This is an optimization exercise on Yosys and OpenROAD, whose aim is small area, not a production implementation.
Where RTL was checked, it was by simulation tests only, not by an equivalence proof against the original.

==> inputs of 04-06 <==
==> flow/design.v (excerpt) <==
module cordic (
    input clock,
    input reset,
    output signed [12:0] sine,
    output signed [12:0] cosine
);
==> flow/config.mk <==
export PLATFORM = sky130hd
export DESIGN_NAME = cordic
export DESIGN_NICKNAME = cordic
export VERILOG_FILES = /design/flow/design.v
export SDC_FILE = /design/flow/constraint.sdc
export NUM_CORES = 4
export LEC_CHECK = 0
export ABC_AREA = 1
export CAP_MARGIN = 20
export CORE_MARGIN = 2
export CORE_UTILIZATION = 40
export CTS_BUF_LIST = sky130_fd_sc_hd__clkbuf_8
export GPL_TIMING_DRIVEN = 0
export PLACE_DENSITY = 0.6
export SLEW_MARGIN = 20
==> flow/constraint.sdc <==
create_clock -name core_clock -period 5.0 [get_ports {clock}]
set_input_delay 1.0000 -clock core_clock [delete_from_list [all_inputs] [get_ports {clock}]]
set_output_delay 1.0000 -clock core_clock [all_outputs]
set_load 0.01 [all_outputs]
run.sh (not shown) runs the stock make flow with config.mk's settings and CLKGATE_MAP_FILE= SYNTH_SCRIPT=/design/flow/synth_recipe.tcl, a recipe that flattens the netlist after the stock synthesis.
==> 12-13: changes against 04-06 <==
--- a/flow/design.v
+++ b/flow/design.v
@@ -382,18 +382,18 @@
     assign tb[6] = (tj[1] & ~tj[2] & ~tj[5] & ~tj[6]) | (~tj[1] & tj[2] & ~tj[6]) | (tj[0] & tj[1] & ~tj[2] & ~tj[6]) | (tj[2] & ~tj[3] & ~tj[4] & ~tj[5]) | (tj[1] & tj[2] & ~tj[4] & ~tj[5]) | (~tj[1] & ~tj[2] & tj[3] & tj[4] & ~tj[5] & tj[6]) | (~tj[2] & ~tj[3] & ~tj[4] & tj[5] & tj[6]) | (tj[1] & ~tj[2] & ~tj[4] & tj[5]) | (~tj[1] & tj[2] & tj[3] & ~tj[4] & tj[5]) | (~tj[0] & ~tj[1] & ~tj[2] & tj[3] & tj[4] & tj[6]) | (tj[2] & ~tj[3] & tj[4] & tj[5] & tj[6]) | (tj[0] & tj[1] & tj[2] & tj[4] & tj[6]) | (~tj[0] & tj[1] & tj[2] & tj[4] & tj[5]) | (tj[0] & tj[2] & ~tj[4] & ~tj[5]) | (tj[1] & ~tj[2] & ~tj[3] & ~tj[6]) | (tj[0] & tj[1] & ~tj[2] & ~tj[3] & tj[5]) | (tj[0] & ~tj[2] & ~tj[4] & tj[5] & tj[6]) | (tj[1] & tj[2] & ~tj[3] & tj[4] & tj[6]) | (~tj[0] & ~tj[1] & ~tj[2] & ~tj[3] & tj[4] & ~tj[5]);
     assign tb[7] = (tj[1] & tj[2] & tj[3] & ~tj[5] & ~tj[6]) | (~tj[2] & ~tj[3] & ~tj[6]) | (tj[1] & tj[2] & tj[3] & ~tj[4] & ~tj[6]) | (~tj[1] & ~tj[3] & ~tj[6]) | (~tj[0] & ~tj[3] & tj[4] & tj[5] & ~tj[6]) | (~tj[3] & ~tj[4] & ~tj[5]) | (~tj[1] & ~tj[2] & tj[3] & tj[4] & ~tj[5] & tj[6]) | (tj[2] & ~tj[3] & ~tj[4] & tj[6]) | (tj[2] & ~tj[3] & ~tj[5] & tj[6]) | (tj[1] & ~tj[2] & tj[3] & tj[5] & tj[6]) | (~tj[1] & tj[3] & ~tj[4] & tj[5] & tj[6]) | (tj[0] & ~tj[2] & ~tj[3] & ~tj[5]) | (tj[1] & ~tj[2] & ~tj[3] & ~tj[5]) | (tj[0] & ~tj[1] & tj[3] & tj[5] & tj[6]) | (tj[0] & tj[1] & tj[2] & tj[3] & ~tj[6]) | (~tj[1] & tj[2] & tj[3] & tj[5] & tj[6]);
     assign tb[8] = (tj[1] & tj[2] & ~tj[4] & ~tj[6]) | (tj[3] & ~tj[4] & ~tj[6]) | (~tj[2] & ~tj[3] & tj[4]) | (~tj[1] & ~tj[3] & tj[4]) | (tj[3] & ~tj[4] & ~tj[5]) | (tj[4] & tj[5] & tj[6]) | (~tj[3] & tj[4] & tj[6]) | (tj[1] & tj[2] & tj[3] & ~tj[4]) | (~tj[1] & ~tj[2] & tj[4] & tj[6]) | (~tj[0] & ~tj[3] & tj[4] & tj[5]);
     assign tb[9] = (tj[0] & tj[1] & tj[2] & tj[4] & tj[5] & ~tj[6]) | (tj[3] & tj[4] & tj[5] & ~tj[6]) | (~tj[4] & ~tj[5]) | (~tj[3] & ~tj[5] & tj[6]) | (~tj[1] & ~tj[2] & ~tj[5] & tj[6]);
     assign tb[10] = (tj[1] & tj[3] & tj[4] & tj[6]) | (tj[2] & tj[3] & tj[4] & tj[6]) | (tj[5] & tj[6]);
     assign x9 = sw ? tb : ta;
     assign y9 = sw ? ta : tb;
     logic [10:0] x10, y10;
-    addfast #(.W(11), .K(3)) ux10 (.a(11'(x9)), .b(3'(y9 >> 9)), .sub(dirs_a[1]), .s(x10));
-    addfast #(.W(11), .K(3)) uy10 (.a(11'(y9)), .b(3'(x9 >> 9)), .sub(~dirs_a[1]), .s(y10));
+    addsmall #(.W(11), .K(3)) ux10 (.a(11'(x9)), .b(3'(y9 >> 9)), .sub(dirs_a[1]), .s(x10));
+    addsmall #(.W(11), .K(3)) uy10 (.a(11'(y9)), .b(3'(x9 >> 9)), .sub(~dirs_a[1]), .s(y10));
     logic [9:0] dirs_r1;
     logic [1:0] q_r1;
     logic [10:0] x_r1;
     logic [10:0] y_r1;
     always_ff @(posedge clock) begin
         dirs_r1 <= dirs_a;
         q_r1 <= q;
         x_r1 <= x10;
==> 11-24: changes against 04-06 <==
--- a/flow/design.v
+++ b/flow/design.v
@@ -382,18 +382,18 @@
     assign tb[6] = (tj[1] & ~tj[2] & ~tj[5] & ~tj[6]) | (~tj[1] & tj[2] & ~tj[6]) | (tj[0] & tj[1] & ~tj[2] & ~tj[6]) | (tj[2] & ~tj[3] & ~tj[4] & ~tj[5]) | (tj[1] & tj[2] & ~tj[4] & ~tj[5]) | (~tj[1] & ~tj[2] & tj[3] & tj[4] & ~tj[5] & tj[6]) | (~tj[2] & ~tj[3] & ~tj[4] & tj[5] & tj[6]) | (tj[1] & ~tj[2] & ~tj[4] & tj[5]) | (~tj[1] & tj[2] & tj[3] & ~tj[4] & tj[5]) | (~tj[0] & ~tj[1] & ~tj[2] & tj[3] & tj[4] & tj[6]) | (tj[2] & ~tj[3] & tj[4] & tj[5] & tj[6]) | (tj[0] & tj[1] & tj[2] & tj[4] & tj[6]) | (~tj[0] & tj[1] & tj[2] & tj[4] & tj[5]) | (tj[0] & tj[2] & ~tj[4] & ~tj[5]) | (tj[1] & ~tj[2] & ~tj[3] & ~tj[6]) | (tj[0] & tj[1] & ~tj[2] & ~tj[3] & tj[5]) | (tj[0] & ~tj[2] & ~tj[4] & tj[5] & tj[6]) | (tj[1] & tj[2] & ~tj[3] & tj[4] & tj[6]) | (~tj[0] & ~tj[1] & ~tj[2] & ~tj[3] & tj[4] & ~tj[5]);
     assign tb[7] = (tj[1] & tj[2] & tj[3] & ~tj[5] & ~tj[6]) | (~tj[2] & ~tj[3] & ~tj[6]) | (tj[1] & tj[2] & tj[3] & ~tj[4] & ~tj[6]) | (~tj[1] & ~tj[3] & ~tj[6]) | (~tj[0] & ~tj[3] & tj[4] & tj[5] & ~tj[6]) | (~tj[3] & ~tj[4] & ~tj[5]) | (~tj[1] & ~tj[2] & tj[3] & tj[4] & ~tj[5] & tj[6]) | (tj[2] & ~tj[3] & ~tj[4] & tj[6]) | (tj[2] & ~tj[3] & ~tj[5] & tj[6]) | (tj[1] & ~tj[2] & tj[3] & tj[5] & tj[6]) | (~tj[1] & tj[3] & ~tj[4] & tj[5] & tj[6]) | (tj[0] & ~tj[2] & ~tj[3] & ~tj[5]) | (tj[1] & ~tj[2] & ~tj[3] & ~tj[5]) | (tj[0] & ~tj[1] & tj[3] & tj[5] & tj[6]) | (tj[0] & tj[1] & tj[2] & tj[3] & ~tj[6]) | (~tj[1] & tj[2] & tj[3] & tj[5] & tj[6]);
     assign tb[8] = (tj[1] & tj[2] & ~tj[4] & ~tj[6]) | (tj[3] & ~tj[4] & ~tj[6]) | (~tj[2] & ~tj[3] & tj[4]) | (~tj[1] & ~tj[3] & tj[4]) | (tj[3] & ~tj[4] & ~tj[5]) | (tj[4] & tj[5] & tj[6]) | (~tj[3] & tj[4] & tj[6]) | (tj[1] & tj[2] & tj[3] & ~tj[4]) | (~tj[1] & ~tj[2] & tj[4] & tj[6]) | (~tj[0] & ~tj[3] & tj[4] & tj[5]);
     assign tb[9] = (tj[0] & tj[1] & tj[2] & tj[4] & tj[5] & ~tj[6]) | (tj[3] & tj[4] & tj[5] & ~tj[6]) | (~tj[4] & ~tj[5]) | (~tj[3] & ~tj[5] & tj[6]) | (~tj[1] & ~tj[2] & ~tj[5] & tj[6]);
     assign tb[10] = (tj[1] & tj[3] & tj[4] & tj[6]) | (tj[2] & tj[3] & tj[4] & tj[6]) | (tj[5] & tj[6]);
     assign x9 = sw ? tb : ta;
     assign y9 = sw ? ta : tb;
     logic [10:0] x10, y10;
-    addfast #(.W(11), .K(3)) ux10 (.a(11'(x9)), .b(3'(y9 >> 9)), .sub(dirs_a[1]), .s(x10));
-    addfast #(.W(11), .K(3)) uy10 (.a(11'(y9)), .b(3'(x9 >> 9)), .sub(~dirs_a[1]), .s(y10));
+    addsmall #(.W(11), .K(3)) ux10 (.a(11'(x9)), .b(3'(y9 >> 9)), .sub(dirs_a[1]), .s(x10));
+    addsmall #(.W(11), .K(3)) uy10 (.a(11'(y9)), .b(3'(x9 >> 9)), .sub(~dirs_a[1]), .s(y10));
     logic [9:0] dirs_r1;
     logic [1:0] q_r1;
     logic [10:0] x_r1;
     logic [10:0] y_r1;
     always_ff @(posedge clock) begin
         dirs_r1 <= dirs_a;
         q_r1 <= q;
         x_r1 <= x10;
PLACE_DENSITY = 0.8   (was 0.6)
==> out/qor.yml <==
floorplanning:
  initial_core_util: 0.404
  nWellTaps: 216
power_and_ir_drop:
  power_density_nw_per_um2: 107
drt:
  drt_wl_total_um: 24100
global_routing:
  use_met2: 0.454
run_status:
  outcome: "complete, no violations"
finish:
  buffers_excl_clock: 64
  final_cells: 1361
sta:
  fmax_mhz: 208
  worst_pin_slew_ns: 0.777
logic_synthesis:
  synth-simple-area-share: 0.449
setup_path:
  crit_chain: "inv_1 -> ha_1 -> inv_1 -> nor2_1 -> nand3_2 -> buf_2 -> nand3_1 -> nand2_1 -> buf_4 -> buf_2 -> o211ai_1 -> a2111oi_1 -> o211ai_1 -> nand2_1 -> nand2_1 -> ha_1 -> a21oi_1 -> nand2_1 -> nor2_2 -> nand3_1 -> nand2_1 -> nand2_1 -> nand2_1 -> nand2_1"
Source of the figures above: 04-06

==> out/qor.yml <==
finish:
  seq_area_frac: 0.136
  multi_input_area_sq_um: 4630
  final_cells: 1344
floorplanning:
  rows: 45
  nWellTaps: 211
  initial_core_util: 0.410
global_routing:
  use_met2: 0.448
drt:
  drt_wl_total_um: 24200
clock_tree:
  cts_buffers: 5
sta:
  fmax_mhz: 207
  setup_violations: 0
  worst_pin_slew_ns: 0.623
run_status:
  outcome: "complete, no violations"
logic_synthesis:
  synth-simple-area-share: 0.456
Source of the figures above: 11-24

==> out/qor.yml <==
clock_tree:
  htree_levels: 2
sta:
  worst_pin_slew_ns: 0.764
run_status:
  outcome: "complete, no violations"
logic_synthesis:
  synth-simple-area-share: 0.456
floorplanning:
  initial_core_util: 0.410
  nWellTaps: 211
finish:
  buffers_excl_clock: 67
  layout_commonest_cell: "nand2_1"
power_and_ir_drop:
  power_density_nw_per_um2: 103
drt:
  drt_wl_total_um: 24300
setup_path:
  crit_chain: "inv_1 -> ha_1 -> inv_1 -> nor2_1 -> nand3_2 -> buf_2 -> nand3_1 -> nand2_2 -> buf_2 -> nor2_1 -> nand2_1 -> o22ai_1 -> or2_2 -> nor4_1 -> nand3_1 -> mux2i_1 -> fa_1 -> inv_1 -> nor2_2 -> inv_1 -> nand2_1 -> o21ai_0 -> xor2_1"
placement:
  placed_cells: 1337
global_routing:
  use_met2: 0.448
Source of the figures above: 12-13

Function not checked in 04-06: the RTL went through the layout flow alone.

separate check: timing with driven ports:
Ports are ideal in the flow. The routed layouts listed here were re-timed in OpenROAD. Step 1 assumes that a clkbuf_16 drives the clock port and a buf_2 every other input. Step 2 also shifts input and output timing later by t, the mid clock arrival at the registers, as if the neighbouring blocks saw the same clock. Three values: ideal ports, drivers, drivers and shift; two values: the first two.
| run | shift t [ns] | slack for setup (ns) | clock arrival spread, ns | pins driven straight from the clock port |
|---|---|---|---|---|
| 04-06 | 0.357 | 0.204 / 0.204 / 0.204 | 0.016 / 0.016 | 1 |
| 12-13 | 0.361 | 0.301 / 0.301 / 0.301 | 0.008 / 0.008 | 1 |
| 11-24 | 0.351 | 0.164 / 0.164 / 0.164 | 0.010 / 0.009 | 1 |
After both steps setup and hold are still met in every run listed.
